From an optimization exercise on the open Yosys and OpenROAD flow, aimed at small area, a short achievable clock period and few clock cycles per item; shortcuts taken in it are not production practice. Function was checked by simulation only, so behaviour that the tests miss may differ from the original.

==> flow/design.v <==
`timescale 1ns/1ps
module fft8_f32_stream (
    input  wire        clk,
    input  wire        rst_n,
    input  wire        s_valid,
    output wire        s_ready,
    input  wire [31:0] s_real,
    input  wire [31:0] s_imag,
    output reg         m_valid,
    input  wire        m_ready,
    output reg  [31:0] m_real,
    output reg  [31:0] m_imag
);
    function [31:0] fz;
        input [31:0] x;
        begin fz = {x[31] & (x[30:23] != 8'd0), x[30:0]}; end
    endfunction
    function [31:0] fnz;
        input [31:0] x;
        begin fnz = {~x[31] & (x[30:23] != 8'd0), x[30:0]}; end
    endfunction
    function [31:0] ftriv;
        input [31:0] x, y;
        begin
            if (x[30:23] == 8'd0 && y[30:23] == 8'd0) ftriv = {x[31] & y[31], 31'd0};
            else if (x[30:23] == 8'd0)                ftriv = y;
            else                                      ftriv = x;
        end
    endfunction
    function [31:0] fflip;
        input [31:0] x;
        begin fflip = {~x[31], x[30:0]}; end
    endfunction
    function [63:0] tw2;
        input [63:0] b;
        begin tw2 = {fz(b[31:0]), fnz(b[63:32])}; end
    endfunction
    function [63:0] tw2n;
        input [63:0] b;
        begin tw2n = {fflip(fz(b[31:0])), fflip(fnz(b[63:32]))}; end
    endfunction
    function [63:0] tw0;
        input [63:0] b;
        begin tw0 = {fz(b[63:32]), fz(b[31:0])}; end
    endfunction
    reg        hv;
    reg [63:0] h;                
    reg [2:0]  ph;               
    reg [7:0]  po;               
    reg        srdy;             
    reg        hbz;              
    reg        mvn;              
    reg        dm;               
    reg        fvc, fv1, fv2;    
    reg        skv;              
    reg [63:0] sk;
    wire in_ok  = po[0] ? (hv | fv1 | fv2) : (dm | hv);
    wire adv    = ~skv & in_ok;
    wire dmy    = po[0] ? ~hv : dm;
    wire pop    = adv & ~dmy;
    wire [63:0] po_d;                
    wire        po_v;
    wire        o_free = mvn | m_ready;
    wire       hv_n  = hbz ? hv : s_valid;
    wire [7:0] po_n  = adv ? {po[6:0], po[7]} : po;
    wire       dm_n  = (adv & po[0]) ? ~hv : dm;
    wire       fvc_n = (adv & po[0]) ? hv : fvc;
    wire       fv1_n = (adv & po[7]) ? fvc : fv1;
    wire       fv2_n = (adv & po[7]) ? fv1 : fv2;
    wire       skv_n = adv ? (~o_free & po_v) : (skv & ~o_free);
    wire       adv_n = ~skv_n & (po_n[0] ? (hv_n | fv1_n | fv2_n) : (dm_n | hv_n));
    wire       pop_n = adv_n & ~(po_n[0] ? ~hv_n : dm_n);
    assign s_ready = srdy;
    always @(posedge clk) begin
        if (!hbz) h <= {s_real, s_imag};
    end
    always @(posedge clk or negedge rst_n) begin
        if (!rst_n) begin
            hv   <= 1'b0;
            srdy <= 1'b0;
            hbz  <= 1'b1;
            ph   <= 3'd0;
            po   <= 8'd1;
            dm   <= 1'b0;
            fvc  <= 1'b0;
            fv1  <= 1'b0;
            fv2  <= 1'b0;
        end else begin
            hv   <= hv_n;
            srdy <= ~hv_n | pop_n;
            hbz  <= hv_n & ~pop_n;
            if (adv) ph <= ph + 3'd1;
            po   <= po_n;
            dm   <= dm_n;
            fvc  <= fvc_n;
            fv1  <= fv1_n;
            fv2  <= fv2_n;
        end
    end
    reg [63:0] d1, d2, d3, d4;       
    reg [63:0] sa, sb, sc, sd;
    reg [63:0] rr;                   
    reg        mzr, mzi;             
    reg [63:0] u3;                   
    reg [63:0] f1, f2, f3, f4;       
    wire [63:0] xp, xq, yp, yq;      
    wire [31:0] cm_r, cm_i;          
    wire [63:0] tw;                  
    always @(posedge clk) begin
        if (adv) begin
            d1 <= ph[2] ? xq : h;
            d2 <= d1;
            d3 <= d2;
            d4 <= d3;
            f1 <= yq;
            f2 <= f1;
            f3 <= f2;
            f4 <= f3;
            if (po[4] || po[2]) sa <= po[4] ? xp : yp;
            if (po[5] || po[3]) sb <= po[5] ? xp : yp;
            if (po[6] || po[2]) sc <= po[6] ? xp : tw;
            if (po[7] || po[3]) sd <= po[7] ? xp : tw;
            if (po[0] || po[1]) u3 <= yp;
            rr <= po[0] ? d4 : {cm_r, cm_i};
        end
    end
    wire [63:0] cin = po[1] ? u3 : f2;
    fft8_cmul cmr (.x(cin[63:32]), .y(cm_r));
    fft8_cmul cmi (.x(cin[31:0]),  .y(cm_i));
    always @(posedge clk) begin
        if (adv) begin
            mzr <= (cin[62:55] == 8'd0);
            mzi <= (cin[30:23] == 8'd0);
        end
    end
    wire        w3  = po[3];
    wire [31:0] pr  = rr[63:32];
    wire [31:0] pi  = rr[31:0];
    wire [31:0] nr  = mzr ? 32'd0 : fflip(pr);     
    wire [31:0] ni  = mzi ? 32'd0 : fflip(pi);     
    wire        triv = (pr[30:23] == 8'd0) | (pi[30:23] == 8'd0);
    wire [31:0] tra = w3 ? ftriv(nr, fflip(ni)) : ftriv(pr, fflip(ni));
    wire [31:0] tia = w3 ? ftriv(ni, nr)        : ftriv(pi, nr);
    wire        x_tw = ~ph[2];
    wire [63:0] xa   = d4;
    wire [63:0] xb   = tw0(h);
    wire [31:0] xra  = x_tw ? (w3 ? fflip(pr) : pi) : xa[63:32];
    wire [31:0] xrb  = x_tw ? (w3 ? pi : pr)        : xb[63:32];
    fft8_as xr (.a(xra),       .b(xrb),      .p(xp[63:32]), .q(xq[63:32]));
    fft8_as xi (.a(xa[31:0]),  .b(xb[31:0]), .p(xp[31:0]),  .q(xq[31:0]));
    assign tw = triv ? {tra, tia} : {xp[63:32], xq[63:32]};
    wire [63:0] ya = ({64{po[0]}} & d3) | ({64{po[1]}} & rr) |
                     ({64{po[2] | po[4]}} & sa) | ({64{po[3]}} & sb) |
                     ({64{po[5] | po[6]}} & f4) | ({64{po[7]}} & u3);
    wire [63:0] yb = ({64{po[0]}} & tw2(d1)) | ({64{po[1]}} & tw2n(d3)) |
                     ({64{po[2]}} & tw0(sc)) | ({64{po[3]}} & tw0(sd)) |
                     ({64{po[4]}} & tw0(sb)) | ({64{po[5]}} & sc) |
                     ({64{po[6]}} & tw2(f3)) | ({64{po[7]}} & sd);
    fft8_as yr (.a(ya[63:32]), .b(yb[63:32]), .p(yp[63:32]), .q(yq[63:32]));
    fft8_as yi (.a(ya[31:0]),  .b(yb[31:0]),  .p(yp[31:0]),  .q(yq[31:0]));
    assign po_d = ph[2] ? yp : f4;
    assign po_v = ph[2] ? fv1 : fv2;
    always @(posedge clk) begin
        if (o_free & (adv | skv)) {m_real, m_imag} <= adv ? po_d : sk;
        if (adv & ~o_free) sk <= po_d;
    end
    always @(posedge clk or negedge rst_n) begin
        if (!rst_n) begin
            m_valid <= 1'b0;
            mvn     <= 1'b1;
            skv     <= 1'b0;
        end else begin
            skv <= skv_n;
            if (o_free & (adv | skv)) begin
                m_valid <= adv ? po_v : 1'b1;
                mvn     <= adv ? ~po_v : 1'b0;
            end else if (m_ready) begin
                m_valid <= 1'b0;
                mvn     <= 1'b1;
            end
        end
    end
endmodule
module fft8_as (
    input  wire [31:0] a,
    input  wire [31:0] b,
    output wire [31:0] p,
    output wire [31:0] q
);
    wire        sa = a[31];
    wire        sb = b[31];
    wire [7:0]  ea = a[30:23];
    wire [7:0]  eb = b[30:23];
    wire        za = (ea == 8'd0);
    wire        zb = (eb == 8'd0);
    wire [22:0] fa = za ? 23'd0 : a[22:0];
    wire [22:0] fb = zb ? 23'd0 : b[22:0];
    wire        swap = {ea, fa} < {eb, fb};
    wire [7:0]  er   = swap ? eb : ea;
    wire [7:0]  es   = swap ? ea : eb;
    wire [7:0]  sh   = er - es;
    wire [23:0] mbig = swap ? {~zb, fb} : {~za, fa};
    wire [23:0] msm0 = swap ? {~za, fa} : {~zb, fb};
    wire        far  = (sh[7:5] != 3'd0) || (sh[4] & sh[3]);
    wire [23:0] msm  = far ? 24'd0 : (msm0 >> sh[4:0]);
    wire [24:0] s    = {1'b0, mbig} + {1'b0, msm};
    wire [31:0] ra   = {sa, er + {7'd0, s[24]}, s[24] ? s[23:1] : s[22:0]};
    wire [23:0] d    = mbig - msm;
    reg  [4:0]  lz;
    integer k;
    always @(*) begin
        lz = 5'd23;
        for (k = 0; k < 24; k = k + 1)
            if (d[k]) lz = 5'd23 - k[4:0];
    end
    wire [7:0]  shn  = (er < {3'd0, lz}) ? er : {3'd0, lz};
    wire [23:0] dn   = d << shn[4:0];
    wire [31:0] rs   = (d == 24'd0) ? 32'd0 : {sa ^ swap, er - shn, dn[22:0]};
    wire same = (sa == sb);
    assign p = same ? ra : rs;
    assign q = same ? rs : ra;
endmodule
module fft8_cmul (
    input  wire [31:0] x,
    output wire [31:0] y
);
    function [47:0] radd;    
        input [47:0] a, b;
        input ci;
        reg c;
        integer i;
        begin
            c = ci;
            for (i = 0; i < 48; i = i + 1) begin
                radd[i] = a[i] ^ b[i] ^ c;
                c = (a[i] & b[i]) | (c & (a[i] ^ b[i]));
            end
        end
    endfunction
    wire [7:0]  e  = x[30:23];
    wire [47:0] m  = {24'd0, 1'b1, x[22:0]};
    wire [47:0] t5   = radd(m, m << 2, 1'b0);                  
    wire [47:0] t180 = radd(t5 << 5, t5 << 2, 1'b0);           
    wire [47:0] y181 = radd(t180, m, 1'b0);                    
    wire [34:0] y7   = {y181[31:0], 3'd0} - {3'd0, y181[31:0]};
    wire [47:0] pr   = {y181[31:0], 16'd0} + {13'd0, y7};
    wire        p47 = pr[47];
    wire [7:0]  er  = p47 ? e : e - 8'd1;
    wire [22:0] mr  = p47 ? pr[46:24] : pr[45:23];
    assign y = (e == 8'd0) ? 32'd0 : {x[31], er, mr};
endmodule
Settings: LEC_CHECK=0, CAP_MARGIN=35, CORE_MARGIN=2, CORE_UTILIZATION=30, PLACE_DENSITY=0.4, SLEW_MARGIN=35; clock period 90.0 ns.
standard.sh (not shown) runs the stock make flow with config.mk's settings and CLKGATE_MAP_FILE= SYNTH_SCRIPT=/design/flow/synth_recipe.tcl, a recipe that flattens the netlist after the stock synthesis.
==> flow/flow/run.sh <==
#!/bin/bash
# The standard layout (standard synthesis included), except that the port
# buffers are plain buffers rather than the delay cells the placer picks by
# default. Every input and output port still gets its own buffer.
set -euo pipefail
export BUFFER_PORTS_ARGS="-buffer_cell sky130_fd_sc_hd__buf_2"
bash standard.sh > standard.log 2>&1
The first run finished clean.
Testbench counts at the start, summed over its fixed seeds: cycles 3,184, frames 384.
Next try:
--- a/flow/design.v
+++ b/flow/design.v
@@ -74,14 +74,14 @@
     always @(posedge clk) begin
         if (!hbz) h <= {s_real, s_imag};
     end
     always @(posedge clk or negedge rst_n) begin
         if (!rst_n) begin
             hv   <= 1'b0;
-            srdy <= 1'b0;
-            hbz  <= 1'b1;
+            srdy <= 1'b1;
+            hbz  <= 1'b0;
             ph   <= 3'd0;
             po   <= 8'd1;
             dm   <= 1'b0;
             fvc  <= 1'b0;
             fv1  <= 1'b0;
             fv2  <= 1'b0;
@@ -95,16 +95,17 @@
             fvc  <= fvc_n;
             fv1  <= fv1_n;
             fv2  <= fv2_n;
         end
     end
     reg [63:0] d1, d2, d3, d4;       
-    reg [63:0] sa, sb, sc, sd;
+    reg [63:0] ss1, ss2, ss3, ss4;   
     reg [63:0] rr;                   
     reg        mzr, mzi;             
-    reg [63:0] u3;                   
+    reg [63:0] tt1;                  
+    reg [63:0] u3;
     reg [63:0] f1, f2, f3, f4;       
     wire [63:0] xp, xq, yp, yq;      
     wire [31:0] cm_r, cm_i;          
     wire [63:0] tw;                  
     always @(posedge clk) begin
         if (adv) begin
@@ -113,21 +114,28 @@
             d3 <= d2;
             d4 <= d3;
             f1 <= yq;
             f2 <= f1;
             f3 <= f2;
             f4 <= f3;
-            if (po[4] || po[2]) sa <= po[4] ? xp : yp;
-            if (po[5] || po[3]) sb <= po[5] ? xp : yp;
-            if (po[6] || po[2]) sc <= po[6] ? xp : tw;
-            if (po[7] || po[3]) sd <= po[7] ? xp : tw;
-            if (po[0] || po[1]) u3 <= yp;
-            rr <= po[0] ? d4 : {cm_r, cm_i};
-        end
-    end
-    wire [63:0] cin = po[1] ? u3 : f2;
+            if (ph[2] || po[2]) begin
+                ss1 <= po[2] ? yp : xp;
+                ss3 <= ss2;
+                ss4 <= ss3;
+            end
+            if (ph[2] || po[2] || po[3]) ss2 <= po[3] ? yp : ss1;
+            if (po[0]) tt1 <= yp;
+            if (po[1]) tt1 <= f1;
+            if (po[1]) u3 <= yp;
+            if (po[2]) tt1 <= tw;
+            if (po[0]) rr <= d4;
+            if (po[1] || po[2]) rr <= {cm_r, cm_i};
+            if (po[3]) rr <= tw;
+        end
+    end
+    wire [63:0] cin = tt1;
     fft8_cmul cmr (.x(cin[63:32]), .y(cm_r));
     fft8_cmul cmi (.x(cin[31:0]),  .y(cm_i));
     always @(posedge clk) begin
         if (adv) begin
             mzr <= (cin[62:55] == 8'd0);
             mzi <= (cin[30:23] == 8'd0);
@@ -147,18 +155,17 @@
     wire [31:0] xra  = x_tw ? (w3 ? fflip(pr) : pi) : xa[63:32];
     wire [31:0] xrb  = x_tw ? (w3 ? pi : pr)        : xb[63:32];
     fft8_as xr (.a(xra),       .b(xrb),      .p(xp[63:32]), .q(xq[63:32]));
     fft8_as xi (.a(xa[31:0]),  .b(xb[31:0]), .p(xp[31:0]),  .q(xq[31:0]));
     assign tw = triv ? {tra, tia} : {xp[63:32], xq[63:32]};
     wire [63:0] ya = ({64{po[0]}} & d3) | ({64{po[1]}} & rr) |
-                     ({64{po[2] | po[4]}} & sa) | ({64{po[3]}} & sb) |
+                     ({64{po[2] | po[3]}} & ss4) | ({64{po[4]}} & ss1) |
                      ({64{po[5] | po[6]}} & f4) | ({64{po[7]}} & u3);
     wire [63:0] yb = ({64{po[0]}} & tw2(d1)) | ({64{po[1]}} & tw2n(d3)) |
-                     ({64{po[2]}} & tw0(sc)) | ({64{po[3]}} & tw0(sd)) |
-                     ({64{po[4]}} & tw0(sb)) | ({64{po[5]}} & sc) |
-                     ({64{po[6]}} & tw2(f3)) | ({64{po[7]}} & sd);
+                     ({64{po[2] | po[3] | po[4]}} & tw0(ss2)) |
+                     ({64{po[5]}} & tt1) | ({64{po[6]}} & tw2(f3)) | ({64{po[7]}} & rr);
     fft8_as yr (.a(ya[63:32]), .b(yb[63:32]), .p(yp[63:32]), .q(yq[63:32]));
     fft8_as yi (.a(ya[31:0]),  .b(yb[31:0]),  .p(yp[31:0]),  .q(yq[31:0]));
     assign po_d = ph[2] ? yp : f4;
     assign po_v = ph[2] ? fv1 : fv2;
     always @(posedge clk) begin
         if (o_free & (adv | skv)) {m_real, m_imag} <= adv ? po_d : sk;
Outcome: Area after synthesis came out higher by 3.6%. Sequential share of layout area goes up by 0.73 points. Non-clock buffer count grows by 24. Maximum frequency came out lower by 0.47%. Final area goes up by 3.5%. Final cell count goes up by 3.7%.
Testbench counts after the change, summed over its fixed seeds: cycles 3,184, frames 384.

[port drivers added, routing unchanged]
No port has a modelled driver above. Below, the same layouts with a new extraction and two added sets of constraints.
Step 1 sets driving cells, clkbuf_16 on the clock port and buf_2 on the other inputs (assumed; they add their load-dependent delay and slew).
Step 2 moves the port delays by t, midway between the first and last clock arrival at a register: inputs arrive t later, outputs are due t later. That takes back most of the time a late clock gives input paths.
a / b / c = ideal / step 1 / step 2; a / b = the first two.
| run | t, ns | setup slack, ns | hold WS [ns] | worst setup path after step 2 |
|---|---|---|---|---|
| the first run | 0.926 | 70.649 / 70.552 / 70.645 | 0.393 / 0.393 / 0.393 | input to register |
| the second run | 0.958 | 70.558 / 70.451 / 70.567 | 0.399 / 0.399 / 0.399 | input to register |
After both steps every run listed still meets setup and hold. The setup slack of the first run, which loses most, moves by -0.097 ns with the drivers and by -0.004 ns with both steps.
